Background: an optimization exercise with open tools, aiming at a short achievable clock period and few clock cycles. Do not read the settings as production practice. In this exercise RTL edits were held to simulation tests only and were not proved equivalent to the original. No activity file was given, so power comes from the tool's default toggle rates.

$ cat design/flow/run.sh
#!/bin/bash
# synth_recipe.tcl (not shown) runs the flow's synth.tcl, then flattens the netlist and writes it again
# the make line also repeats each setting of config.mk as NAME=value (left out here)
make -C /OpenROAD-flow-scripts/flow DESIGN_CONFIG=/design/flow/config.mk WORK_HOME=/design/flow/orfs CLKGATE_MAP_FILE= SYNTH_SCRIPT=/design/flow/synth_recipe.tcl finish
$ cat design/flow/config.mk
export PLATFORM = sky130hd
export DESIGN_NAME = cpu
export DESIGN_NICKNAME = cpu
export VERILOG_FILES = /design/flow/design.v
export SDC_FILE = /design/flow/constraint.sdc
export NUM_CORES = 4
export LEC_CHECK = 0
export CAP_MARGIN = 20
export CORE_MARGIN = 2
export CORE_UTILIZATION = 35
export SETUP_SLACK_MARGIN = 4.0
export SLEW_MARGIN = 20
export SYNTH_HIERARCHICAL = 1
export TNS_END_PERCENT = 100
$ cat design/flow/constraint.sdc
create_clock -name core_clock -period 7.0 [get_ports {clk}]
set_input_delay 1.4000 -clock core_clock [delete_from_list [all_inputs] [get_ports {clk}]]
set_output_delay 1.4000 -clock core_clock [all_outputs]
set_load 0.01 [all_outputs]
$ cat design/flow/design.v
module cpu(clk, reset, read_data, mem_addr, mem_cmd, out, N, V, Z, w);
    input clk, reset;
    input [15:0] read_data;
    output [8:0] mem_addr;
    output [1:0] mem_cmd;
    output [15:0] out;
    output N, V, Z, w;
    function [16:0] ks16(input [15:0] a, input [15:0] b, input ci);
        reg [15:0] p, g0, p0, g1, p1, g2, p2, g3, p3, g4;
        integer i;
        begin
            p = a ^ b;
            g0 = a & b;
            g0[0] = (a[0] & b[0]) | (p[0] & ci);
            p0 = p;
            for (i = 0; i < 16; i = i + 1) begin
                g1[i] = (i >= 1) ? g0[i] | (p0[i] & g0[i-1]) : g0[i];
                p1[i] = (i >= 1) ? p0[i] & p0[i-1] : p0[i];
            end
            for (i = 0; i < 16; i = i + 1) begin
                g2[i] = (i >= 2) ? g1[i] | (p1[i] & g1[i-2]) : g1[i];
                p2[i] = (i >= 2) ? p1[i] & p1[i-2] : p1[i];
            end
            for (i = 0; i < 16; i = i + 1) begin
                g3[i] = (i >= 4) ? g2[i] | (p2[i] & g2[i-4]) : g2[i];
                p3[i] = (i >= 4) ? p2[i] & p2[i-4] : p2[i];
            end
            for (i = 0; i < 16; i = i + 1)
                g4[i] = (i >= 8) ? g3[i] | (p3[i] & g3[i-8]) : g3[i];
            ks16 = {g4[15], p ^ {g4[14:0], ci}};
        end
    endfunction
    function [8:0] inc9(input [8:0] x);
        reg [16:0] t;
        begin
            t = ks16({7'b0, x}, 16'b0, 1'b1);
            inc9 = t[8:0];
        end
    endfunction
    function [8:0] add_sx5(input [8:0] r, input [4:0] i);
        reg [16:0] lo, up, dn;
        reg [3:0] hi;
        begin
            lo = ks16({11'b0, r[4:0]}, {11'b0, i}, 1'b0);
            up = ks16({12'b0, r[8:5]}, 16'b0, 1'b1);
            dn = ks16({12'b0, r[8:5]}, 16'h000f, 1'b0);
            case ({i[4], lo[5]})
                2'b01: hi = up[3:0];
                2'b10: hi = dn[3:0];
                default: hi = r[8:5];
            endcase
            add_sx5 = {hi, lo[4:0]};
        end
    endfunction
    function [15:0] shinv(input [15:0] x, input [1:0] s, input inv);
        reg [15:0] y;
        begin
            case (s)
                2'b00: y = x;
                2'b01: y = {x[14:0], 1'b0};
                2'b10: y = {1'b0, x[15:1]};
                default: y = {x[15], x[15:1]};
            endcase
            shinv = y ^ {16{inv}};
        end
    endfunction
    function [15:0] sel16(input [127:0] v, input [7:0] s);
        integer j;
        begin
            sel16 = 16'b0;
            for (j = 0; j < 8; j = j + 1)
                sel16 = sel16 | (v[16*j +: 16] & {16{s[j]}});
        end
    endfunction
    function [8:0] sel9(input [71:0] v, input [7:0] s);
        integer j;
        begin
            sel9 = 9'b0;
            for (j = 0; j < 8; j = j + 1)
                sel9 = sel9 | (v[9*j +: 9] & {9{s[j]}});
        end
    endfunction
    function cond_ok(input [2:0] c, input [2:0] f);
        case (c)
            3'd0: cond_ok = 1'b1;
            3'd1: cond_ok = (f == 3'b001);
            3'd2: cond_ok = ~f[0];
            3'd3: cond_ok = (f == 3'b100) | (f == 3'b010);
            3'd4: cond_ok = (f == 3'b100) | (f == 3'b010) | (f == 3'b001);
            default: cond_ok = 1'b0;
        endcase
    endfunction
    reg [127:0] rf;             
    reg [2:0]  flags;           
    reg [15:0] ir;              
    reg        irv;             
    reg        hold;            
    reg        fq;              
    reg [8:0]  pc_f;            
    reg [8:0]  fa, fa1;         
    reg        fpred, fpret;    
    reg [8:0]  fptgt;           
    reg [3:0]  bv, bret;
    reg [35:0] bpc, btg;
    reg [1:0]  bptr;
    reg [8:0]  lr_pred;         
    reg        ld_q;            
    reg [7:0]  ld_wr;
    reg        halted;
    reg        w_q;
    reg [1:0]  cmd_q;
    reg        use_mem, use_jmp, use_pcf;
    reg [8:0]  mmem, mjmp, mmem_p;
    reg        use_mp;
    reg [15:0] sdata;
    reg        pA, pB, pD, pM, pT;   
    reg        y_ld, y_st, y_redir, y_halt, y_cmp, y_and, y_fast;
    reg [7:0]  y_wr, y_ldrd;
    reg        ev;
    reg [15:0] opA, opB, resA, resB;
    reg        bypA, bypB, bypD;
    reg        cin;
    reg [7:0]  e_wr;            
    reg        e_fast;          
    reg [7:0]  e_ldrd;
    reg        e_and, e_cmp, e_ld, e_st, e_redir, e_halt;
    reg [7:0]  e_key;           
    reg        e_iret, e_call;
    reg [8:0]  e_ipc;
    reg        y_iret, y_call, y_bk, y_r7;
    reg        e_bk, e_r7;
    reg [8:0]  y_pc;
    assign mem_cmd = cmd_q;
    assign mem_addr = ({9{use_mem}} & mmem) | ({9{use_mp}} & mmem_p) | ({9{use_jmp}} & mjmp) |
                      ({9{use_pcf}} & pc_f);
    assign out = sdata;
    assign {V, N, Z} = flags;
    assign w = w_q;
    wire [15:0] A = bypA ? resA : opA;
    wire [15:0] B = bypB ? resB : opB;
    wire [16:0] sumc;
    ksadd16 ADD(.a(A), .b(B), .ci(cin), .s(sumc[15:0]), .co(sumc[16]));
    wire [15:0] sum = sumc[15:0];
    wire [15:0] e_res = e_and ? (A & B) : sum;
    wire zf = &(A ^ B);
    wire s15 = sum[15];
    wire same15 = (A[15] == B[15]);
    wire v1 = same15 & ~A[15];     
    wire v0 = same15 & A[15];      
    wire [2:0] flags_n = e_cmp ? {same15 & (s15 ^ A[15]), s15, zf} : flags;
    wire [15:0] wdata = ld_q ? read_data : e_res;
    wire [7:0]  we = ld_wr | e_wr;
    reg  [127:0] rf_n;
    reg  [127:0] rf_fast;       
    integer k;
    always @(*) begin
        for (k = 0; k < 8; k = k + 1) begin
            rf_n[16*k +: 16] = we[k] ? wdata : rf[16*k +: 16];
            rf_fast[16*k +: 16] = (e_fast & e_wr[k]) ? opB : rf[16*k +: 16];
        end
    end
    wire arriving = fq & ~e_redir & ~e_halt & ~halted;
    wire [63:0] y0, y1, y2, y3, y4, y5, y6, y5b, y6b, y7;
    wire [7:0] mrn_oh;
    wire [71:0] maddr_k;
    dec3 MD(.x(read_data[10:8]), .y(mrn_oh));
    genvar gk;
    generate
        for (gk = 0; gk < 8; gk = gk + 1) begin : MA
            addk A(.r(rf[16*gk +: 9]), .i(read_data[4:0]), .s(maddr_k[9*gk +: 9]));
        end
    endgenerate
    wire [8:0] a_mem;
    sel8x9 MS(.v(maddr_k), .s(mrn_oh), .y(a_mem));
    dcore #(.CONE(1)) D1(.inst(read_data), .fa1(fa1), .fpred(fpred), .fpret(fpret), .fptgt(fptgt), .rf(rf),
              .rf_fast(rf_fast), .e_wr(e_wr), .e_fast(e_fast), .e_ld(e_ld), .e_ldrd(e_ldrd),
              .e_st(e_st), .e_key(e_key), .e_res(e_res), .e_cmp(e_cmp), .flags(flags), .s15(s15),
              .zf(zf), .v1(v1), .v0(v0), .sdata(out), .arriving(arriving), .hold(hold),
              .irv(irv), .ev(ev), .e_halt(e_halt), .halted(halted), .y_ld(y_ld), .y_st(y_st),
              .y_redir(y_redir), .y_halt(y_halt), .y_cmp(y_cmp), .y_and(y_and), .y_fast(y_fast),
              .y_wr(y_wr), .y_ldrd(y_ldrd), .pT(pT), .pM(pM), .y(y1));
    dcore #(.CONE(2)) D2(.inst(read_data), .fa1(fa1), .fpred(fpred), .fpret(fpret), .fptgt(fptgt), .rf(rf),
              .rf_fast(rf_fast), .e_wr(e_wr), .e_fast(e_fast), .e_ld(e_ld), .e_ldrd(e_ldrd),
              .e_st(e_st), .e_key(e_key), .e_res(e_res), .e_cmp(e_cmp), .flags(flags), .s15(s15),
              .zf(zf), .v1(v1), .v0(v0), .sdata(out), .arriving(arriving), .hold(hold),
              .irv(irv), .ev(ev), .e_halt(e_halt), .halted(halted), .y_ld(y_ld), .y_st(y_st),
              .y_redir(y_redir), .y_halt(y_halt), .y_cmp(y_cmp), .y_and(y_and), .y_fast(y_fast),
              .y_wr(y_wr), .y_ldrd(y_ldrd), .pT(pT), .pM(pM), .y(y2));
    dcore #(.CONE(3)) D3(.inst(read_data), .fa1(fa1), .fpred(fpred), .fpret(fpret), .fptgt(fptgt), .rf(rf),
              .rf_fast(rf_fast), .e_wr(e_wr), .e_fast(e_fast), .e_ld(e_ld), .e_ldrd(e_ldrd),
              .e_st(e_st), .e_key(e_key), .e_res(e_res), .e_cmp(e_cmp), .flags(flags), .s15(s15),
              .zf(zf), .v1(v1), .v0(v0), .sdata(out), .arriving(arriving), .hold(hold),
              .irv(irv), .ev(ev), .e_halt(e_halt), .halted(halted), .y_ld(y_ld), .y_st(y_st),
              .y_redir(y_redir), .y_halt(y_halt), .y_cmp(y_cmp), .y_and(y_and), .y_fast(y_fast),
              .y_wr(y_wr), .y_ldrd(y_ldrd), .pT(pT), .pM(pM), .y(y3));
    dcore #(.CONE(4)) D4(.inst(read_data), .fa1(fa1), .fpred(fpred), .fpret(fpret), .fptgt(fptgt), .rf(rf),
              .rf_fast(rf_fast), .e_wr(e_wr), .e_fast(e_fast), .e_ld(e_ld), .e_ldrd(e_ldrd),
              .e_st(e_st), .e_key(e_key), .e_res(e_res), .e_cmp(e_cmp), .flags(flags), .s15(s15),
              .zf(zf), .v1(v1), .v0(v0), .sdata(out), .arriving(arriving), .hold(hold),
              .irv(irv), .ev(ev), .e_halt(e_halt), .halted(halted), .y_ld(y_ld), .y_st(y_st),
              .y_redir(y_redir), .y_halt(y_halt), .y_cmp(y_cmp), .y_and(y_and), .y_fast(y_fast),
              .y_wr(y_wr), .y_ldrd(y_ldrd), .pT(pT), .pM(pM), .y(y4));
    dcore #(.CONE(5), .TK(1)) D5(.inst(read_data), .fa1(fa1), .fpred(fpred), .fpret(fpret), .fptgt(fptgt), .rf(rf),
              .rf_fast(rf_fast), .e_wr(e_wr), .e_fast(e_fast), .e_ld(e_ld), .e_ldrd(e_ldrd),
              .e_st(e_st), .e_key(e_key), .e_res(e_res), .e_cmp(e_cmp), .flags(flags), .s15(s15),
              .zf(zf), .v1(v1), .v0(v0), .sdata(out), .arriving(arriving), .hold(hold),
              .irv(irv), .ev(ev), .e_halt(e_halt), .halted(halted), .y_ld(y_ld), .y_st(y_st),
              .y_redir(y_redir), .y_halt(y_halt), .y_cmp(y_cmp), .y_and(y_and), .y_fast(y_fast),
              .y_wr(y_wr), .y_ldrd(y_ldrd), .pT(pT), .pM(pM), .y(y5));
    dcore #(.CONE(5), .TK(2)) D5b(.inst(read_data), .fa1(fa1), .fpred(fpred), .fpret(fpret), .fptgt(fptgt), .rf(rf),
              .rf_fast(rf_fast), .e_wr(e_wr), .e_fast(e_fast), .e_ld(e_ld), .e_ldrd(e_ldrd),
              .e_st(e_st), .e_key(e_key), .e_res(e_res), .e_cmp(e_cmp), .flags(flags), .s15(s15),
              .zf(zf), .v1(v1), .v0(v0), .sdata(out), .arriving(arriving), .hold(hold),
              .irv(irv), .ev(ev), .e_halt(e_halt), .halted(halted), .y_ld(y_ld), .y_st(y_st),
              .y_redir(y_redir), .y_halt(y_halt), .y_cmp(y_cmp), .y_and(y_and), .y_fast(y_fast),
              .y_wr(y_wr), .y_ldrd(y_ldrd), .pT(pT), .pM(pM), .y(y5b));
    dcore #(.CONE(6), .TK(1)) D6(.inst(read_data), .fa1(fa1), .fpred(fpred), .fpret(fpret), .fptgt(fptgt), .rf(rf),
              .rf_fast(rf_fast), .e_wr(e_wr), .e_fast(e_fast), .e_ld(e_ld), .e_ldrd(e_ldrd),
              .e_st(e_st), .e_key(e_key), .e_res(e_res), .e_cmp(e_cmp), .flags(flags), .s15(s15),
              .zf(zf), .v1(v1), .v0(v0), .sdata(out), .arriving(arriving), .hold(hold),
              .irv(irv), .ev(ev), .e_halt(e_halt), .halted(halted), .y_ld(y_ld), .y_st(y_st),
              .y_redir(y_redir), .y_halt(y_halt), .y_cmp(y_cmp), .y_and(y_and), .y_fast(y_fast),
              .y_wr(y_wr), .y_ldrd(y_ldrd), .pT(pT), .pM(pM), .y(y6));
    dcore #(.CONE(7), .TK(3)) D7(.inst(read_data), .fa1(fa1), .fpred(fpred), .fpret(fpret), .fptgt(fptgt), .rf(rf),
              .rf_fast(rf_fast), .e_wr(e_wr), .e_fast(e_fast), .e_ld(e_ld), .e_ldrd(e_ldrd),
              .e_st(e_st), .e_key(e_key), .e_res(e_res), .e_cmp(e_cmp), .flags(flags), .s15(s15),
              .zf(zf), .v1(v1), .v0(v0), .sdata(out), .arriving(arriving), .hold(hold),
              .irv(irv), .ev(ev), .e_halt(e_halt), .halted(halted), .y_ld(y_ld), .y_st(y_st),
              .y_redir(y_redir), .y_halt(y_halt), .y_cmp(y_cmp), .y_and(y_and), .y_fast(y_fast),
              .y_wr(y_wr), .y_ldrd(y_ldrd), .pT(pT), .pM(pM), .y(y7));
    wire [8:0] a_jmp = y1[8:0];
    wire [15:0] a_opB = y2[15:0];
    wire [15:0] a_opA = y3[31:16];
    wire [15:0] a_sdata = y3[15:0];
    wire [15:0] a_resB = y4[15:0];
    wire n_ld = y5[7], n_st = y5[6], n_halt = y5[4];
    wire tk_s0, tk_s1;
    takenm TKM(.c(read_data[10:8]), .flags(flags), .e_cmp(e_cmp), .zf(zf), .v1(v1), .v0(v0),
               .t0(tk_s0), .t1(tk_s1));
    wire [2:0] ytk0 = tk_s0 ? {y5b[11], y5b[10], y5b[5]} : {y5[11], y5[10], y5[5]};
    wire [2:0] ytk1 = tk_s1 ? {y5b[11], y5b[10], y5b[5]} : {y5[11], y5[10], y5[5]};
    wire [2:0] ytk = s15 ? ytk1 : ytk0;
    wire n_redir = ytk[0];
    wire [14:0] y5s = {y5[14:12], ytk[2:1], y5[9:0]};
    wire ev_n = y5[3], hz_n = y5[2], hold_n = y5[1], irv_n = y5[0];
    wire [7:0] c_wr = y6[63:56], c_ldrd = y6[55:48];
    wire c_cmp = y6[47], c_and = y6[46], c_fast = y6[45], d_bx = y6[43];
    wire c_bk = y6[44], c_r7 = y6[10];    
    wire y_redir_n = y7[0];             
    wire d_call = y6[42], a_bypA = y6[41], a_bypB = y6[40], a_bypD = y6[39];
    wire pA_n = y6[38], pB_n = y6[37], pD_n = y6[36], pM_n = y6[35], pT_n = y6[34];
    wire d_ldr = y6[33], d_str = y6[32], d_halt = y6[30], d_cmp = y6[29];
    wire d_and = y6[28], d_fastc = y6[27];
    wire [7:0] a_wr = y6[26:19], rd_oh = y6[18:11];
    wire halted_n = halted | e_halt;
    wire [15:0] src = ld_q ? read_data : resA;
    wire y_inv = (ir[15:11] == 5'b10101) | (ir[15:11] == 5'b10111);
    wire fetching = cmd_q[1] & ~e_ld;
    wire e_ins = (e_bk & e_redir) | e_r7;
    reg [3:0] bhit;
    integer j;
    always @(*)
        for (j = 0; j < 4; j = j + 1)
            bhit[j] = bv[j] & (bpc[9*j +: 9] == mem_addr);
    wire bpred = |bhit;
    wire bpret = |(bhit & bret);
    wire [8:0] btgt = bpret ? lr_pred : ({9{bhit[0]}} & btg[8:0]) | ({9{bhit[1]}} & btg[17:9]) |
                                        ({9{bhit[2]}} & btg[26:18]) | ({9{bhit[3]}} & btg[35:27]);
    wire [8:0] addr1 = inc9(mem_addr);
    always @(posedge clk) begin
        rf <= rf_n;
        flags <= flags_n;
        resA <= e_res;
        fa <= mem_addr;
        fa1 <= addr1;
        fptgt <= btgt;
        if (e_call) lr_pred <= opB[8:0];
        resB <= a_resB;
        if (pA) opA <= src; else if (arriving) opA <= a_opA;
        if (pB) opB <= shinv(src, ir[4:3], y_inv); else if (arriving) opB <= a_opB;
        if (arriving & a_bypD & ~pD) sdata <= e_res;
        else if (pD) sdata <= src; else if (arriving) sdata <= a_sdata;
        if (arriving) mmem <= a_mem;
        mmem_p <= ld_q ? add_sx5(read_data[8:0], ir[4:0]) : add_sx5(resA[8:0], ir[4:0]);
        if (pT) mjmp <= src[8:0]; else if (arriving) mjmp <= a_jmp;
        bypA <= arriving & a_bypA;
        bypB <= arriving & a_bypB;
        bypD <= arriving & a_bypD;
        pA <= pA_n;
        pB <= pB_n;
        pD <= pD_n;
        pM <= pM_n;
        pT <= pT_n;
        if (arriving) begin
            ir <= read_data;
            y_bk <= c_bk;
            y_r7 <= c_r7;
            y_iret <= d_bx;
            y_call <= d_call;
            y_pc <= fa;
            y_ld <= d_ldr;
            y_st <= d_str;
            y_redir <= y_redir_n;
            y_halt <= d_halt;
            y_cmp <= d_cmp;
            y_and <= d_and;
            y_fast <= d_fastc;
            y_wr <= a_wr;
            y_ldrd <= rd_oh;
        end
        cin <= c_cmp;
        e_and <= c_and;
        e_fast <= c_fast;
        e_ldrd <= c_ldrd;
        e_bk <= ev_n & (hold ? y_bk : c_bk);
        e_r7 <= ev_n & (hold ? y_r7 : c_r7);
        e_iret <= hold ? y_iret : d_bx;
        e_ipc <= hold ? y_pc : fa;
        e_call <= ev_n & (hold ? y_call : d_call);
        e_key <= hold ? {ir[10:8], ir[4:0]} : {read_data[10:8], read_data[4:0]};
        if (reset) begin
            irv <= 1'b0;
            hold <= 1'b0;
            fq <= 1'b0;
            pc_f <= 9'd0;
            bv <= 4'b0;
            bptr <= 2'd0;
            fpred <= 1'b0;
            fpret <= 1'b0;
            ld_q <= 1'b0;
            ld_wr <= 8'b0;
            halted <= 1'b0;
            w_q <= 1'b0;
            cmd_q <= 2'b10;
            use_mem <= 1'b0;
            use_mp <= 1'b0;
            use_jmp <= 1'b0;
            use_pcf <= 1'b1;
            ev <= 1'b0;
            e_wr <= 8'b0;
            e_cmp <= 1'b0;
            e_ld <= 1'b0;
            e_st <= 1'b0;
            e_redir <= 1'b0;
            e_halt <= 1'b0;
        end else begin
            irv <= irv_n;
            hold <= hold_n;
            fq <= fetching & ~hz_n;
            pc_f <= (fetching & ~hz_n) ? (bpred ? btgt : addr1) : pc_f;
            if (fetching & ~hz_n) begin
                fpred <= bpred;
                fpret <= bpret;
            end
            if (e_ins) begin   
                bv[bptr] <= 1'b1;
                bret[bptr] <= e_iret;
                bpc[9*bptr +: 9] <= e_ipc;
                btg[9*bptr +: 9] <= mjmp;
                bptr <= bptr + 2'd1;
            end
            ld_q <= e_ld;
            ld_wr <= e_ld ? e_ldrd : 8'b0;
            halted <= halted_n;
            w_q <= y5s[14];
            ev <= ev_n;
            e_wr <= ev_n ? c_wr : 8'b0;
            e_cmp <= ev_n & c_cmp;
            e_ld <= n_ld;
            e_st <= n_st;
            e_redir <= n_redir;
            e_halt <= n_halt;
            {use_mem, use_mp, use_jmp, use_pcf, cmd_q} <= y5s[13:8];
        end
    end
endmodule
module dcore(inst, fa1, fpred, fpret, fptgt, rf, rf_fast, e_wr, e_fast, e_ld, e_ldrd, e_st,
             e_key, e_res, e_cmp, flags, s15, zf, v1, v0, sdata, arriving, hold, irv, ev,
             e_halt, halted, y_ld, y_st, y_redir, y_halt, y_cmp, y_and, y_fast, y_wr, y_ldrd,
             pT, pM, y);
    parameter CONE = 0;
    parameter TK = 0;       
    input [15:0] inst;
    input [8:0] fa1;
    input fpred, fpret;
    input [8:0] fptgt;
    input [127:0] rf, rf_fast;
    input [7:0] e_wr;
    input e_fast, e_ld;
    input [7:0] e_ldrd;
    input e_st;
    input [7:0] e_key;
    input [15:0] e_res;
    input e_cmp;
    input [2:0] flags;
    input s15, zf, v1, v0;
    input [15:0] sdata;
    input arriving, hold, irv, ev, e_halt, halted;
    input y_ld, y_st, y_redir, y_halt, y_cmp, y_and, y_fast;
    input [7:0] y_wr, y_ldrd;
    input pT, pM;
    output reg [63:0] y;
    function [16:0] ks16(input [15:0] a, input [15:0] b, input ci);
        reg [15:0] p, g0, p0, g1, p1, g2, p2, g3, p3, g4;
        integer i;
        begin
            p = a ^ b;
            g0 = a & b;
            g0[0] = (a[0] & b[0]) | (p[0] & ci);
            p0 = p;
            for (i = 0; i < 16; i = i + 1) begin
                g1[i] = (i >= 1) ? g0[i] | (p0[i] & g0[i-1]) : g0[i];
                p1[i] = (i >= 1) ? p0[i] & p0[i-1] : p0[i];
            end
            for (i = 0; i < 16; i = i + 1) begin
                g2[i] = (i >= 2) ? g1[i] | (p1[i] & g1[i-2]) : g1[i];
                p2[i] = (i >= 2) ? p1[i] & p1[i-2] : p1[i];
            end
            for (i = 0; i < 16; i = i + 1) begin
                g3[i] = (i >= 4) ? g2[i] | (p2[i] & g2[i-4]) : g2[i];
                p3[i] = (i >= 4) ? p2[i] & p2[i-4] : p2[i];
            end
            for (i = 0; i < 16; i = i + 1)
                g4[i] = (i >= 8) ? g3[i] | (p3[i] & g3[i-8]) : g3[i];
            ks16 = {g4[15], p ^ {g4[14:0], ci}};
        end
    endfunction
    function [8:0] inc9(input [8:0] x);
        reg [16:0] t;
        begin
            t = ks16({7'b0, x}, 16'b0, 1'b1);
            inc9 = t[8:0];
        end
    endfunction
    function [8:0] add_sx5(input [8:0] r, input [4:0] i);
        reg [16:0] lo, up, dn;
        reg [3:0] hi;
        begin
            lo = ks16({11'b0, r[4:0]}, {11'b0, i}, 1'b0);
            up = ks16({12'b0, r[8:5]}, 16'b0, 1'b1);
            dn = ks16({12'b0, r[8:5]}, 16'h000f, 1'b0);
            case ({i[4], lo[5]})
                2'b01: hi = up[3:0];
                2'b10: hi = dn[3:0];
                default: hi = r[8:5];
            endcase
            add_sx5 = {hi, lo[4:0]};
        end
    endfunction
    function [15:0] shinv(input [15:0] x, input [1:0] s, input inv);
        reg [15:0] y;
        begin
            case (s)
                2'b00: y = x;
                2'b01: y = {x[14:0], 1'b0};
                2'b10: y = {1'b0, x[15:1]};
                default: y = {x[15], x[15:1]};
            endcase
            shinv = y ^ {16{inv}};
        end
    endfunction
    function [15:0] sel16(input [127:0] v, input [7:0] s);
        integer j;
        begin
            sel16 = 16'b0;
            for (j = 0; j < 8; j = j + 1)
                sel16 = sel16 | (v[16*j +: 16] & {16{s[j]}});
        end
    endfunction
    function [8:0] sel9(input [71:0] v, input [7:0] s);
        integer j;
        begin
            sel9 = 9'b0;
            for (j = 0; j < 8; j = j + 1)
                sel9 = sel9 | (v[9*j +: 9] & {9{s[j]}});
        end
    endfunction
    function cond_ok(input [2:0] c, input [2:0] f);
        case (c)
            3'd0: cond_ok = 1'b1;
            3'd1: cond_ok = (f == 3'b001);
            3'd2: cond_ok = ~f[0];
            3'd3: cond_ok = (f == 3'b100) | (f == 3'b010);
            3'd4: cond_ok = (f == 3'b100) | (f == 3'b010) | (f == 3'b001);
            default: cond_ok = 1'b0;
        endcase
    endfunction
    reg  [127:0] shv;           
    reg  [71:0]  addr_k;        
    reg  [71:0]  base_k;
    integer k;
    wire [2:0] opc = inst[15:13];
    wire [1:0] op = inst[12:11];
    wire [2:0] rn = inst[10:8], rd = inst[7:5], rm = inst[2:0];
    wire [1:0] sh = inst[4:3];
    wire [4:0] im5 = inst[4:0];
    wire d_movi = (opc == 3'b110) & (op == 2'b10);
    wire d_movr = (opc == 3'b110) & (op == 2'b00);
    wire d_add  = (opc == 3'b101) & (op == 2'b00);
    wire d_cmp  = (opc == 3'b101) & (op == 2'b01);
    wire d_and  = (opc == 3'b101) & (op == 2'b10);
    wire d_mvn  = (opc == 3'b101) & (op == 2'b11);
    wire d_ldr  = (opc == 3'b011) & (op == 2'b00);
    wire d_str  = (opc == 3'b100) & (op == 2'b00);
    wire d_b    = (opc == 3'b001) & (op == 2'b00);
    wire d_bl   = (opc == 3'b010) & (op == 2'b11) & (rn == 3'b111);
    wire d_blx  = (opc == 3'b010) & (op == 2'b10) & (rn == 3'b111);
    wire d_bx   = (opc == 3'b010) & (op == 2'b00) & (rn == 3'b000);
    wire d_halt = ~(d_movi | d_movr | d_add | d_cmp | d_and | d_mvn | d_ldr | d_str |
                    d_b | d_bl | d_blx | d_bx);
    wire d_regA = d_add | d_cmp | d_and;                    
    wire d_regB = d_movr | d_add | d_cmp | d_and | d_mvn;   
    wire d_inv  = d_cmp | d_mvn;
    wire d_mem  = d_ldr | d_str;
    wire d_tgt  = d_bx | (d_blx & (rd != 3'b111));          
    wire d_fwd  = d_ldr & e_st & (inst[10:8] == e_key[7:5]) & (inst[4:0] == e_key[4:0]);
    wire [7:0] rd_oh = 8'b1 << rd;
    wire [7:0] rn_oh = 8'b1 << rn;
    wire [7:0] rm_oh = 8'b1 << rm;
    always @(*) begin
        for (k = 0; k < 8; k = k + 1) begin
            shv[16*k +: 16] = shinv(rf[16*k +: 16], sh, d_inv);
            base_k[9*k +: 9] = rf_fast[16*k +: 9];
            addr_k[9*k +: 9] = add_sx5(rf[16*k +: 9], im5);
        end
    end
    wire [15:0] rA = sel16(rf, rn_oh);
    wire [15:0] rD = sel16(rf, rd_oh);
    wire [15:0] rMs = sel16(shv, rm_oh);
    wire [15:0] sx8 = {{8{inst[7]}}, inst[7:0]};
    wire [15:0] a_opA = d_regA ? rA : 16'b0;
    wire [15:0] a_opB = d_movi ? sx8 : (d_bl | d_blx) ? {7'b0, fa1} : d_fwd ? sdata : rMs;
    wire e_wr_rn = |(e_wr & rn_oh);
    wire e_wr_rm = |(e_wr & rm_oh);
    wire e_wr_rd = |(e_wr & rd_oh);
    wire a_bypA = d_regA & e_wr_rn;
    wire a_bypB = d_regB & e_wr_rm;
    wire [15:0] a_resB = shinv(e_res, sh, d_inv);
    wire [15:0] a_sdata = rD;
    wire tk_old = cond_ok(rn, flags);
    wire tk1 = cond_ok(rn, {v1, 1'b1, zf});
    wire tk0 = cond_ok(rn, {v0, 1'b0, zf});
    wire taken = (TK == 1) ? 1'b0 : (TK == 2) ? 1'b1 : (TK == 3) ? tk_old :
                 e_cmp ? (s15 ? tk1 : tk0) : tk_old;
    wire r7_mis = (rf_fast[16*7 +: 9] != fptgt);
    wire a_redir = fpred ? (fpret ? r7_mis : ~taken) : (d_b & taken) | d_bl | d_blx | d_bx;
    wire a_ins = ~fpred & ((d_b & taken & inst[7]) | (d_bx & (rd == 3'b111)));
    wire [8:0] a_mem = sel9(addr_k, rn_oh);
    wire [16:0] br_s = ks16({7'b0, fa1}, {7'b0, sx8[8:0]}, 1'b0);
    wire [8:0] a_jmp = (fpred & ~fpret) ? fa1 :
                       (d_b | d_bl) ? br_s[8:0] : d_tgt ? sel9(base_k, rd_oh) : fa1;
    wire a_hz = (d_mem & e_wr_rn) | (d_tgt & e_wr_rd & ~e_fast);
    wire hz_n = arriving & a_hz;
    wire hold_n = arriving & (e_ld | a_hz);
    wire [7:0] pend = e_ld ? e_ldrd : e_wr;     
    wire [7:0] a_wr = d_movi ? rn_oh :
                      (d_movr | d_add | d_and | d_mvn | d_fwd) ? rd_oh :
                      (d_bl | d_blx) ? 8'b1000_0000 : 8'b0;
    wire c_ld    = hold ? y_ld : d_ldr & ~d_fwd;
    wire c_st    = hold ? y_st : d_str;
    wire c_redir = hold ? (y_redir | pT) : a_redir;
    wire c_halt  = hold ? y_halt : d_halt;
    wire c_cmp   = hold ? y_cmp : d_cmp;
    wire c_and   = hold ? y_and : d_and;
    wire c_fast  = hold ? y_fast : (d_movi | d_bl | d_blx | d_fwd);
    wire [7:0] c_wr   = hold ? y_wr : a_wr;
    wire [7:0] c_ldrd = hold ? y_ldrd : rd_oh;
    wire irv_n = arriving | (irv & ~ev);
    wire ev_n = irv_n & ~e_ld & ~e_halt & ~halted & ~hz_n;
    wire halted_n = halted | e_halt;
    wire n_ld = ev_n & c_ld, n_st = ev_n & c_st, n_redir = ev_n & c_redir;
    wire n_halt = ev_n & c_halt;
    wire [7:0] pend_m = pend;
    wire bz = halted_n | n_halt;
    wire u_mem = ~bz & (n_ld | n_st) & ~pM;
    wire u_mp = ~bz & (n_ld | n_st) & pM;
    wire u_jmp = ~bz & n_redir;
    wire u_pcf = bz | ~(n_ld | n_st | n_redir);
    wire cmd1 = ~bz & ~n_st;
    wire cmd0 = ~bz & n_st;
    always @(*) begin
        y = 64'b0;
        case (CONE)
            0: y[8:0] = a_mem;
            1: y[8:0] = a_jmp;
            2: y[15:0] = a_opB;
            3: y[31:0] = {a_opA, a_sdata};
            4: y[15:0] = a_resB;
            5: y[14:0] = {bz, u_mem, u_mp, u_jmp, u_pcf, cmd1, cmd0,
                          n_ld, n_st, n_redir, n_halt, ev_n, hz_n, hold_n, irv_n};
            7: y[0] = a_redir;
            default: y[63:0] = {c_wr, c_ldrd, c_cmp, c_and, c_fast, ~fpred & d_b & inst[7], d_bx, d_bl | d_blx,
                                a_bypA, a_bypB, e_wr_rd,
                                hold_n & d_regA & |(rn_oh & pend), hold_n & d_regB & |(rm_oh & pend),
                                hold_n & |(rd_oh & pend), hold_n & d_mem & |(rn_oh & pend),
                                hold_n & d_tgt & |(rd_oh & pend),
                                d_ldr, d_str, a_redir, d_halt, d_cmp, d_and,
                                d_movi | d_bl | d_blx, a_wr, rd_oh, ~fpred & d_bx & (rd == 3'b111), 10'b0};
        endcase
    end
endmodule
module dec3(x, y);
    input [2:0] x;
    output [7:0] y;
    assign y = 8'b1 << x;
endmodule
module sel8x9(v, s, y);
    input [71:0] v;
    input [7:0] s;
    output [8:0] y;
    assign y = (v[8:0] & {9{s[0]}}) | (v[17:9] & {9{s[1]}}) | (v[26:18] & {9{s[2]}}) |
               (v[35:27] & {9{s[3]}}) | (v[44:36] & {9{s[4]}}) | (v[53:45] & {9{s[5]}}) |
               (v[62:54] & {9{s[6]}}) | (v[71:63] & {9{s[7]}});
endmodule
module addk(r, i, s);
    input [8:0] r;
    input [4:0] i;
    output [8:0] s;
    wire [4:0] lo;
    wire c5;
    add5 L(.a(r[4:0]), .b(i), .s(lo), .co(c5));
    wire [3:0] up = r[8:5] + 4'd1;
    wire [3:0] dn = r[8:5] - 4'd1;
    wire [3:0] hi;
    hisel H(.r(r[8:5]), .up(up), .dn(dn), .neg(i[4]), .c(c5), .y(hi));
    assign s = {hi, lo};
endmodule
module add5(a, b, s, co);
    input [4:0] a, b;
    output [4:0] s;
    output co;
    wire [4:0] g = a & b;
    wire [4:0] t = a | b;
    wire c1 = g[0];
    wire c2 = g[1] | (t[1] & g[0]);
    wire c3 = g[2] | (t[2] & g[1]) | (t[2] & t[1] & g[0]);
    wire c4 = g[3] | (t[3] & g[2]) | (t[3] & t[2] & g[1]) | (t[3] & t[2] & t[1] & g[0]);
    assign co = g[4] | (t[4] & c4);
    assign s = (a ^ {c4, c3, c2, c1, 1'b0}) ^ b;
endmodule
module hisel(r, up, dn, neg, c, y);
    input [3:0] r, up, dn;
    input neg, c;
    output [3:0] y;
    assign y = (neg == c) ? r : c ? up : dn;
endmodule
module takenm(c, flags, e_cmp, zf, v1, v0, t0, t1);
    input [2:0] c, flags;
    input e_cmp, zf, v1, v0;
    output t0, t1;
    wire [4:0] cand;
    tkcand TC(.c(c), .flags(flags), .v1(v1), .v0(v0), .cand(cand));
    tksel TS0(.cand(cand), .e_cmp(e_cmp), .s15(1'b0), .zf(zf), .t(t0));
    tksel TS1(.cand(cand), .e_cmp(e_cmp), .s15(1'b1), .zf(zf), .t(t1));
endmodule
module tkcand(c, flags, v1, v0, cand);
    input [2:0] c, flags;
    input v1, v0;
    output [4:0] cand;      
    function cond_ok(input [2:0] cc, input [2:0] f);
        case (cc)
            3'd0: cond_ok = 1'b1;
            3'd1: cond_ok = (f == 3'b001);
            3'd2: cond_ok = ~f[0];
            3'd3: cond_ok = (f == 3'b100) | (f == 3'b010);
            3'd4: cond_ok = (f == 3'b100) | (f == 3'b010) | (f == 3'b001);
            default: cond_ok = 1'b0;
        endcase
    endfunction
    assign cand = {cond_ok(c, flags), cond_ok(c, {v1, 1'b1, 1'b1}), cond_ok(c, {v1, 1'b1, 1'b0}),
                   cond_ok(c, {v0, 1'b0, 1'b1}), cond_ok(c, {v0, 1'b0, 1'b0})};
endmodule
module tksel(cand, e_cmp, s15, zf, t);
    input [4:0] cand;
    input e_cmp, s15, zf;
    output t;
    assign t = ~e_cmp ? cand[4] : s15 ? (zf ? cand[3] : cand[2]) : (zf ? cand[1] : cand[0]);
endmodule
module ksadd16(a, b, ci, s, co);
    input [15:0] a, b;
    input ci;
    output [15:0] s;
    output co;
    wire [15:0] g0, t0;
    wire [15:0] g1, t1, g2, t2, g3, t3, g4, t4;
    genvar i;
    generate
        for (i = 0; i < 16; i = i + 1) begin : GP
            if (i == 0) begin : B0
                gp0 U(.a(a[0]), .b(b[0]), .ci(ci), .g(g0[0]), .t(t0[0]));
            end else begin : BI
                gp U(.a(a[i]), .b(b[i]), .g(g0[i]), .t(t0[i]));
            end
        end
        for (i = 0; i < 16; i = i + 1) begin : L1
            if (i >= 1) begin : N
                pgnode U(.gh(g0[i]), .th(t0[i]), .gl(g0[i-1]), .tl(t0[i-1]), .g(g1[i]), .t(t1[i]));
            end else begin : W
                assign g1[i] = g0[i];
                assign t1[i] = t0[i];
            end
        end
        for (i = 0; i < 16; i = i + 1) begin : L2
            if (i >= 2) begin : N
                pgnode U(.gh(g1[i]), .th(t1[i]), .gl(g1[i-2]), .tl(t1[i-2]), .g(g2[i]), .t(t2[i]));
            end else begin : W
                assign g2[i] = g1[i];
                assign t2[i] = t1[i];
            end
        end
        for (i = 0; i < 16; i = i + 1) begin : L3
            if (i >= 4) begin : N
                pgnode U(.gh(g2[i]), .th(t2[i]), .gl(g2[i-4]), .tl(t2[i-4]), .g(g3[i]), .t(t3[i]));
            end else begin : W
                assign g3[i] = g2[i];
                assign t3[i] = t2[i];
            end
        end
        for (i = 0; i < 16; i = i + 1) begin : L4
            if (i >= 8) begin : N
                pgnode U(.gh(g3[i]), .th(t3[i]), .gl(g3[i-8]), .tl(t3[i-8]), .g(g4[i]), .t(t4[i]));
            end else begin : W
                assign g4[i] = g3[i];
                assign t4[i] = t3[i];
            end
        end
        for (i = 0; i < 16; i = i + 1) begin : SUM
            if (i == 0) begin : B0
                sumbit U(.a(a[0]), .b(b[0]), .c(ci), .s(s[0]));
            end else begin : BI
                sumbit U(.a(a[i]), .b(b[i]), .c(g4[i-1]), .s(s[i]));
            end
        end
    endgenerate
    assign co = g4[15];
endmodule
module gp0(a, b, ci, g, t);
    input a, b, ci;
    output g, t;
    assign g = (a & b) | ((a | b) & ci);
    assign t = 1'b0;
endmodule
module gp(a, b, g, t);
    input a, b;
    output g, t;
    assign g = a & b;
    assign t = a | b;
endmodule
module pgnode(gh, th, gl, tl, g, t);
    input gh, th, gl, tl;
    output g, t;
    assign g = gh | (th & gl);
    assign t = th & tl;
endmodule
module sumbit(a, b, c, s);
    input a, b, c;
    output s;
    assign s = a ^ b ^ c;
endmodule
==> reports/qor.yml, run 1 <==
holdCritStartpoint: "fa[8]"
grt_pass1_vias: 30820
numPortBuffers: 48
rsz0062_at_grt: "true"
nets: 4045
path_cells: "a22oi_2, nand2_4, clkdlybuf4s15_1"
ir_worst_vdd_uv: 215.8
grt_antenna_before_repair: 7
crit_start: "mmem[5]"
crit_fanout: 2
post-route-period-util: 0.4685
worstSetupStartpointType: "flop"
skew_ns: 0.04963
post-route-drc-count: 0
p_leak_uw: 0.01838
postRouteAntennaNets: 0
rows: 120
yosysWarnings: 16
grt_usage: 0.2593
arrival_ns: 1.88
critPathKind: "reg -> out"
dr_total_vias: 33510
viasPerCell: 6.220
dp_hpwl_um: 95650
whs_ns: 0.4260
fill_cells: 9989
multi_input_area_sq_um: 24150
cp_slowest_cell: "edfxtp_1"
die_area_sq_um: 111200
die_h_um: 333.5
crit_required_ns: 5.60
grt_use_met2: 0.3932
busiest_layer: "met2"
drive_above_1_share: 0.2808
crit_family: "flip-flops"
area_growth_pct: 21.74
setup_viol: 0
syn_area_per_cell_sq_um: 10.04
wl_um: 152500
hold_class: "reg -> reg"
fmax_ghz: 0.3049
grt_overflow: 0
drv_cap: 0
wl_per_cell_um: 28.31
dr.pass1.iters: 8
cp.buffers_inverters: 1
endpoint_kind: "primary output"
drv_slew: 0
status: "finished clean"
h-tree-depth: 2
insertion_delay_ns: 0.67
gp_congestion: 0.9461
synth_cells: 3786
tns_ns: 0
period_needed_ns: 3.279
cts_hold_buf: 0
mappedNetlistArea_sq_um: 38000
die_w_um: 333.5
io_pins: 49
met3_usage: 0.05407
met1_usage: 0.3459
drtIter0Drc: 4840
cpPeakStageDelay_ns: 0.52
regArea_sq_um: 13100
hold_viol: 0
cts_tree: "done"
p_per_area_nw_per_um2: 231.6
cts_sinks: 488
clockBufferDepth: 3
relSlewSlack: 0.2343
grt_pass1_wl_um: 215300
coreArea_sq_um: 107400
grt_max_degree: 71
clk_pin_slew_worst_paths_ns: 0.06
worst_pin_slew_ns: 1.147
initial_utilization: 0.3540
cts_made_buffers: 53
cts_root_buf: "clkbuf_16"
r2r-start: "mjmp[8]"
-- final cells by class --
cell class,count,share of cell area
Clock buffer,74,0.03308
Timing Repair Buffer,367,0.09651
Clock inverter,26,0.005437
Multi-Input combinational cell,2780,0.5221
Inverter,246,0.02153
Antenna cell,3,0.0001623
Sequential cell,488,0.2833
Tap cell,1403,0.03795
-- report_power, final --
part	switching, uW	total (uW)	internal [uW]
sequential	359	4000	3640
clock	1260	2940	1680
combinational	2150	3780	1630
total	3760	10700	6950
-- cell usage in the layout, fill, tap and decap left out, types with 44 or more instances in the layout --
cell type and count:
mux2i_1 376, edfxtp_1 330, nand2_1 247, inv_1 232, buf_4 210, mux2_2 183
o21ai_0 178, dfxtp_1 145, xnor2_1 142, nor2_1 126, a21oi_1 102, xor2_1 83
clkbuf_16 66, mux2_4 63, o22ai_1 60, a22oi_1 59, a21o_1 57, and2_1 54
ha_1 52, nand3_1 44
-- state kept, by name, indices dropped and copies added, names as in the netlist, 9 cells and up --
register / count
rf: 128
bpc: 36
btg: 36
opA: 16
opB: 16
resA: 16
resB: 16
sdata: 16
ir: 12
e_ipc: 9
fa1: 9
fa: 9
fptgt: 9
lr_pred: 9
mjmp: 9
mmem: 9
mmem_p: 9
pc_f: 9
y_pc: 9
-- per-stage QoR --
stage	area (sq um)	setup slack [ns]	util	power, uW	cells
CTS	44590	3.680	0.4153	10450	5283
global placement	39370	1.995	0.3667	7070	5017
global route	46250	3.716	0.4308	11060	5384
floorplan	38570	2.758	-	6017	3788
detailed placement	39390	2.099	0.3669	7093	5018
finish	46260	3.721	0.4309	10720	5387
-- layer usage --
metal | wire (um) | up-vias | part of all wire
met5 | 40 | - | 0.00026
met4 | 10110 | 6 | 0.066
met3 | 16450 | 580 | 0.11
met2 | 65430 | 2264 | 0.43
met1 | 60480 | 16340 | 0.40
li1 | - | 14320 | -
-- path summary, 6_finish.rpt --
| path | slack, ns | end | cells after the start |
|---|---|---|---|
| worst max register to register | 3.79 | pc_f[6] | 9 |
| worst min register to register | 0.43 | y_pc[8] | 0 |
| worst max-delay path | 3.72 | mem_addr[5] | 3 |
| worst min-delay path | 0.43 | y_pc[8] | 0 |
-- timing repair --
item / CTS / global route
gates resized for setup: 411 / 194
endpoints found under the setup margin: 309 / 250
cloned: 33 / 11
buffers inserted: 132 / 90
pin swaps: 103 / 89
Testbench counts, summed over its fixed seeds: cycles 20,667.
==> run 2, diff against run 1 <==
--- a/design/flow/design.v
+++ b/design/flow/design.v
@@ -259,7 +259,10 @@
     wire e_ins = (e_bk & e_redir) | e_r7;
-    reg [3:0] bhit;
+    reg [3:0] bhit_p, bhit_j;
     integer j;
     always @(*)
-        for (j = 0; j < 4; j = j + 1)
-            bhit[j] = bv[j] & (bpc[9*j +: 9] == mem_addr);
+        for (j = 0; j < 4; j = j + 1) begin
+            bhit_p[j] = bv[j] & (bpc[9*j +: 9] == pc_f);
+            bhit_j[j] = bv[j] & (bpc[9*j +: 9] == mjmp);
+        end
+    wire [3:0] bhit = use_jmp ? bhit_j : bhit_p;
     wire bpred = |bhit;
@@ -268,3 +271,4 @@
                                         ({9{bhit[2]}} & btg[26:18]) | ({9{bhit[3]}} & btg[35:27]);
-    wire [8:0] addr1 = inc9(mem_addr);
+    wire [8:0] addr1 = use_jmp ? inc9(mjmp) : inc9(pc_f);
+    wire [8:0] faddr = use_jmp ? mjmp : pc_f;
     always @(posedge clk) begin
@@ -273,3 +277,3 @@
         resA <= e_res;
-        fa <= mem_addr;
+        fa <= faddr;
         fa1 <= addr1;
==> run 2 against run 1 <==
  * Non-clock buffer count down 63
  * Die area increased by 0.84%
  * Still clean
  * Utilization down 0.68 points
  * Combinational power is 2% higher
  * Final cell count shrank 0.46%
  * Clock skew down 0.0095 ns
  * Worst setup slack improved by 0.13 ns
  * Hold slack worse by 0.0014 ns
  * Critical path depth rose by 9
  * First-iteration DRC count decreased by 5.0%
  * Clock power up 4%
==> reports/qor.yml, run 2 <==
skew_ns: 0.04010  # -0.009532 ns
ir_worst_vdd_uv: 207.3  # -4.0%
drv_slew: 0  # unchanged
synth_cells: 3829  # +1.1%
io_pins: 49  # unchanged
clockBufferDepth: 3  # unchanged
period_needed_ns: 3.154  # -0.1258 ns
die_w_um: 334.9  # +0.42%
status: "finished clean"
wl_met1_um: 59870  # -1.0%
wl_met2_um: 64990  # -0.68%
drive_above_1_share: 0.2663  # -0.01456
drv_cap: 0  # unchanged
reg2reg_depth: 12  # +3
postRouteAntennaNets: 0  # unchanged
reg2reg_setup_slack_ns: 3.85  # +0.06 ns
largest_reg_flops: 128  # unchanged
layout_common_cells: "382 x mux2i_1, 330 x edfxtp_1, 249 x nand2_1"
intPower_uw: 7041  # +1.3%
p_switching_uw: 3842  # +2.1%
drtIter0Drc: 4600  # -5.0%
topRoutingLayerUsed: "met5"
regMostFlops: "rf"
setup_viol: 0  # unchanged
pwr-share-clk: 0.280  # +0.006
p_sw_frac: 0.3530  # +0.001707
p_leak_uw: 0.01825  # -0.70%
endpoint_kind: "flop"
yosysWarnings: 16  # unchanged
post-route-period-util: 0.4505  # -0.01797
area_growth_pct: 20.30
grt_antenna_before_repair: 5  # -2
mappedNetlistArea_sq_um: 38320  # +0.85%
met3_length_um: 16020  # -2.6%
numPortBuffers: 48  # unchanged
dr_total_vias: 32950  # -1.6%
power_uw: 10880  # +1.6%
crit_top_cell: "a21o_1"
cts_hold_buf: 0  # unchanged
post-route-drc-count: 0  # unchanged
syn_area_per_cell_sq_um: 10.01  # -0.29%
arrival_ns: 3.54  # +1.66 ns
placed_cell_area_sq_um: 39700  # +0.79%
grt_pass1_vias: 30500  # -1.1%
initial_utilization: 0.3525  # -0.001434
cpPeakStageDelay_ns: 0.37  # -0.15 ns
wl_um: 150700  # -1.2%
die_h_um: 334.9  # +0.42%
cp_slowest_cell: "mux2_4"
critPathKind: "reg -> reg"
crit_start: "bypA"
path_cells: "buf_12, buf_12, mux2_4, or2_4, a21o_1, a21o_1, buf_6, a21o_1, a21o_1, xor3_1, mux2_4, mux2_4"
insertion_delay_ns: 0.68  # about the same
largest_registers: "rf: 128 flops, bpc: 36 flops, btg: 36 flops"
grt_overflow: 0  # unchanged
fmax_ghz: 0.3171  # +4.0%
nets: 4013  # -0.79%
hold_class: "reg -> reg"
cts_sinks: 488  # unchanged
grt_pass1_wl_um: 212900  # -1.1%
grt_max_degree: 77  # +8.5%
die_area_sq_um: 112100  # +0.84%
rr_endpoint: "rf[107]"
crit_fanout: 8  # +6
final_area_sq_um: 46100  # -0.35%
gp_congestion: 0.9207  # -2.7%
coreArea_sq_um: 108700  # +1.3%
wl_per_cell_um: 28.10  # -0.75%
cts_made_buffers: 52  # -1.9%
cts_tree: "done"
rows: 121  # +0.83%
tns_ns: 0  # unchanged
dr.pass1.iters: 8  # unchanged
crit_required_ns: 7.39  # +1.79 ns
h-tree-depth: 2  # unchanged
relSlewSlack: 0.2681  # +0.03375
r2r-start: "bypA"
worstSetupStartpointType: "flop"
cts_root_buf: "clkbuf_16"
final_common_cell: "mux2i_1"
comb_power_share: 0.353  # about the same
clk_pin_slew_worst_paths_ns: 0.07  # about the same
dp_hpwl_um: 95990  # +0.35%
rsz0062_at_grt: "true"
viasPerCell: 6.146  # -1.2%
pwr-share-seq: 0.367  # -0.006
p_per_area_nw_per_um2: 236.1  # +1.9%
cp-endpoint: "rf[107]"
grt_usage: 0.2551  # -0.004174
hold_viol: 0  # unchanged
worst_pin_slew_ns: 1.096  # -0.05055 ns
## run 2: worst max-delay path, delay by kind of cell, from the launching register on
kind / cells / cell delay (ns)
AO/OA/AOI/OAI: 4 / 0.67
XOR/XNOR: 1 / 0.19
buffers and inverters: 3 / 0.38
flip-flops: 1 / 0.36
multiplexers: 3 / 1.02
AND/OR/NAND/NOR: 1 / 0.24
## run 2: timing repair
action                     in CTS  in global routing
setup buffers                 102                 59
pin swaps                      82                 84
gates resized for setup       360                193
setup endpoints to repair     307                205
gates cloned                   34                  8
## run 2: how the worst min path moves through the flow
stage | from | to | slack [ns] | depth (start not counted)
after global routing | fa[8] | y_pc[8] | 0.44 | 0
after CTS | fa[3] | y_pc[3] | 0.43 | 0
final | fa[3] | y_pc[3] | 0.42 | 0
after global placement | fa[3] | y_pc[3] | 0.41 | 0
after detailed placement | fa[3] | y_pc[3] | 0.41 | 0
after floorplan | fa[0] | y_pc[0] | 0.40 | 0
## run 2: power by group through the flow
stage               Sequential [uW]  Clock [uW]  Combinational (uW)
finish                         4000        3050                3840
CTS                            3960        3070                3490
detailed placement             4090           0                3020
global route                   4010        3180                4040
floorplan                      3850           0                2200
global placement               4090           0                3000
## run 2: cell type report
class                      count  area, sq um
inverter                     256         1022
fill                       10290        62610
multi-input combinational   2801        24410
sequential                   488        13100
clock inverter                27        314.1
antenna                        1        2.502
clock buffer                  71         1549
tap                         1414         1769
timing repair buffer         304         3925
## run 2: metal layers
layer | vias to the layer above | global-route usage
li1 | 14250 | -
met1 | 16110 | 0.3425
met2 | 2089 | 0.3853
met3 | 502 | 0.05089
met4 | 4 | 0.1375
met5 | - | 0
## run 2: through the flow
step | util | cells | hold WS [ns] | setup slack, ns
floorplan | - | 3831 | 0.4044 | 2.758
detailed placement | 0.3652 | 5059 | 0.4144 | 1.944
global placement | 0.3651 | 5058 | 0.4065 | 1.949
global route | 0.4240 | 5361 | 0.4387 | 3.777
CTS | 0.4098 | 5293 | 0.4276 | 3.794
finish | 0.4241 | 5362 | 0.4245 | 3.846
Testbench counts of run 2, summed over its fixed seeds: cycles 20,667.
==> run 3, diff against run 2 <==
--- a/design/flow/design.v
+++ b/design/flow/design.v
@@ -491,3 +491,2 @@
     endfunction
-    reg  [127:0] shv;           
     reg  [71:0]  addr_k;        
@@ -525,3 +524,2 @@
         for (k = 0; k < 8; k = k + 1) begin
-            shv[16*k +: 16] = shinv(rf[16*k +: 16], sh, d_inv);
             base_k[9*k +: 9] = rf_fast[16*k +: 9];
@@ -532,3 +530,3 @@
     wire [15:0] rD = sel16(rf, rd_oh);
-    wire [15:0] rMs = sel16(shv, rm_oh);
+    wire [15:0] rMs = shinv(sel16(rf, rm_oh), sh, d_inv);
     wire [15:0] sx8 = {{8{inst[7]}}, inst[7:0]};
--- a/design/flow/config.mk
+++ b/design/flow/config.mk
@@ -9,3 +9,3 @@
 export CORE_MARGIN = 2
-export CORE_UTILIZATION = 35
+export CORE_UTILIZATION = 30
 export SETUP_SLACK_MARGIN = 4.0
==> run 3 against run 2 <==
  * Still clean
  * Final cell count shrank 4.5%
  * Via count shrank 12%
  * Sequential power is essentially flat
  * Critical path type unchanged
==> reports/qor.yml, run 3 <==
status: "finished clean"
die_h_um: 346.6  # +3.5%
grt_pass1_wl_um: 188000  # -12%
reg2reg_setup_slack_ns: 3.79  # -0.06 ns
clk_pin_slew_worst_paths_ns: 0.06  # about the same
cp-endpoint: "rf[11]"
area_growth_pct: 22.34
dr_total_vias: 29080  # -12%
p_switching_uw: 3729  # -2.9%
met3_length_um: 11990  # -25%
dp_slack_ns: 2.380  # +0.4359 ns
final_common_cell: "edfxtp_1"
rr_endpoint: "rf[11]"
hold_class: "reg -> reg"
drv_slew: 0  # unchanged
topRoutingLayerUsed: "met5"
setup_viol: 0  # unchanged
mappedNetlistArea_sq_um: 35210  # -8.1%
gp_congestion: 0.9627  # +4.6%
cts_tree: "done"
grt_pass1_vias: 27570  # -9.6%
numPortBuffers: 48  # unchanged
wl_met1_um: 53910  # -9.9%
largest_reg_flops: 128  # unchanged
synth_cells: 3441  # -10%
reg2reg_depth: 12  # unchanged
ir_worst_vdd_uv: 248.7  # +20%
critPathKind: "reg -> reg"
die_w_um: 346.6  # +3.5%
drv_cap: 0  # unchanged
worst_pin_slew_ns: 1.127  # +0.03014 ns
cts_root_buf: "clkbuf_16"
fill_cells: 11380  # +11%
skew_ns: 0.02930  # -0.01080 ns
dr.pass1.iters: 6  # -2
setup_slack_ns: 3.787  # -0.05944 ns
initial_utilization: 0.3026  # -0.04989
insertion_delay_ns: 0.66  # -0.02 ns
regMostFlops: "rf"
clockBufferDepth: 3  # unchanged
cts_sinks: 488  # unchanged
crit_required_ns: 7.38  # about the same
crit_start: "bypA"
post-route-drc-count: 0  # unchanged
r2r-start: "bypA"
worstSetupStartpointType: "flop"
wl_met2_um: 58210  # -10%
layout_common_cells: "330 x edfxtp_1, 300 x mux2i_1, 245 x inv_1"
io_pins: 49  # unchanged
post-route-period-util: 0.4590  # +0.008491
pwr-share-clk: 0.304  # +0.024
pwr-share-seq: 0.362  # -0.005
die_area_sq_um: 120100  # +7.1%
coreArea_sq_um: 116400  # +7.0%
nets: 3654  # -8.9%
endpoint_kind: "flop"
final_area_sq_um: 43080  # -6.5%
crit_fanout: 8  # unchanged
grt_max_degree: 77  # unchanged
arrival_ns: 3.60  # +0.06 ns
wl_per_cell_um: 25.78  # -8.2%
p_per_area_nw_per_um2: 254.5  # +7.8%
syn_area_per_cell_sq_um: 10.23  # +2.3%
viasPerCell: 5.679  # -7.6%
wl_um: 132000  # -12%
relSlewSlack: 0.2480  # -0.02012
drive_above_1_share: 0.2726  # +0.006272
rows: 125  # +3.3%
drtIter0Drc: 3218  # -30%
h-tree-depth: 2  # unchanged
grt_usage: 0.2078  # -0.04733
cts_made_buffers: 56  # +7.7%
fmax_ghz: 0.3112  # -1.8%
p_sw_frac: 0.3401  # -0.01296
grt_overflow: 0  # unchanged
rsz0062_at_grt: "true"
dp_hpwl_um: 84610  # -12%
postRouteAntennaNets: 0  # unchanged
tns_ns: 0  # unchanged
largest_registers: "rf: 128 flops, bpc: 36 flops, btg: 36 flops"
period_needed_ns: 3.213  # +0.05944 ns
yosysWarnings: 16  # unchanged
hold_viol: 0  # unchanged
comb_power_share: 0.334  # -0.019
p_leak_uw: 0.01691  # -7.4%
placed_cell_area_sq_um: 36900  # -7.1%
intPower_uw: 7236  # +2.8%
grt_antenna_before_repair: 6  # +1
-- run 3: repair_timing --
| item | CTS | global route |
|---|---|---|
| buffers inserted | 104 | 72 |
| gates resized for setup | 345 | 183 |
| endpoints found under the setup margin | 294 | 293 |
| hold endpoints to repair | 0 | 0 |
| hold buffers | 0 | 0 |
| pin swaps | 62 | 89 |
| cloned | 17 | 6 |
-- run 3: area by class of cell --
cell class / count / area, sq um / area share
diodes: 4 / 10.01 / 0.0002324
repair buffers: 286 / 3467 / 0.08048
well taps: 1524 / 1907 / 0.04426
multi-input cells: 2451 / 21470 / 0.4983
clock inverters: 33 / 459.2 / 0.01066
clock buffers: 73 / 1630 / 0.03784
inverters: 261 / 1032 / 0.02396
flip-flops and latches: 488 / 13110 / 0.3043
-- run 3: power by group through the flow --
| stage | logic [uW] | clock network (uW) | registers, uW |
|---|---|---|---|
| final | 3660 | 3330 | 3970 |
| after floorplan | 2060 | 0 | 3840 |
| after CTS | 3330 | 3380 | 3940 |
| after global routing | 3890 | 3490 | 3990 |
| after detailed placement | 2830 | 0 | 4070 |
| after global placement | 2790 | 0 | 4060 |
-- run 3: worst max-delay path: stages, from the launching register on --
cell     delay [ns]
dfxtp_4        0.42
buf_16         0.16
buf_6          0.11
mux2_4         0.34
or2_4          0.28
and2_4         0.15
a21o_1         0.16
buf_4          0.12
a21o_1         0.16
a21o_1         0.18
xor3_1         0.18
mux2_4         0.33
mux2_4         0.34
-- run 3: worst min-delay path by stage --
stage	slack [ns]	startpoint	cells past startpoint	endpoint
2_1_floorplan	0.40	fa[0]	0	y_pc[0]
3_3_place_gp	0.41	fa[3]	0	y_pc[3]
3_5_place_dp	0.41	fa[2]	0	y_pc[2]
4_1_cts	0.43	fa[1]	0	y_pc[1]
5_1_grt	0.44	fa[2]	0	y_pc[2]
6_report	0.42	fa[1]	0	y_pc[1]
-- run 3: stage by stage --
step | hold slack (ns) | util | total power (uW) | std cells
after floorplan | 0.4044 | - | 5905 | 3443
after global placement | 0.4083 | 0.3171 | 6856 | 4811
after detailed placement | 0.4138 | 0.3171 | 6892 | 4811
after CTS | 0.4259 | 0.3573 | 10650 | 5038
after global routing | 0.4355 | 0.3701 | 11370 | 5116
final | 0.4233 | 0.3702 | 10970 | 5120
-- run 3: layer usage --
metal / vias up / global-route usage
met3: 448 / 0.04303
met4: 6 / 0.1008
met5: - / 0.004402
met2: 1581 / 0.3234
met1: 14220 / 0.2737
li1: 12820 / -
Testbench counts of run 3, summed over its fixed seeds: cycles 20,667.

static timing again, ports no longer ideal:
In the flow no input, the clock included, has a driving cell. The finished layouts below were timed again as built, in two steps.
Step 1 sets driving cells, clkbuf_16 on the clock port and buf_2 on the other inputs (assumed; they add their load-dependent delay and slew).
Step 2 adds t to the input delays and takes it off the output delays; t is the mean of the earliest and latest rising clock arrival at the registers after step 1. Input paths then give back, and output paths get back, about the clock's delay inside the block.
Slacks: ideal / step 1 / step 2; pairs: ideal / step 1.
run	t (ns)	setup WS [ns]	worst setup path at the end	worst slew at a driven data input, ns	cell pins on the clock port's net
run 1	0.720	3.721 / 3.474 / 2.755	input to register	0.53	1
run 2	0.734	3.846 / 3.542 / 2.809	input to register	0.49	1
run 3	0.722	3.787 / 3.624 / 2.902	input to register	0.46	1
After both steps setup and hold are still met in every run listed. The setup slack of run 2, which loses most, moves by -0.304 ns with the drivers and by -1.037 ns with both steps.
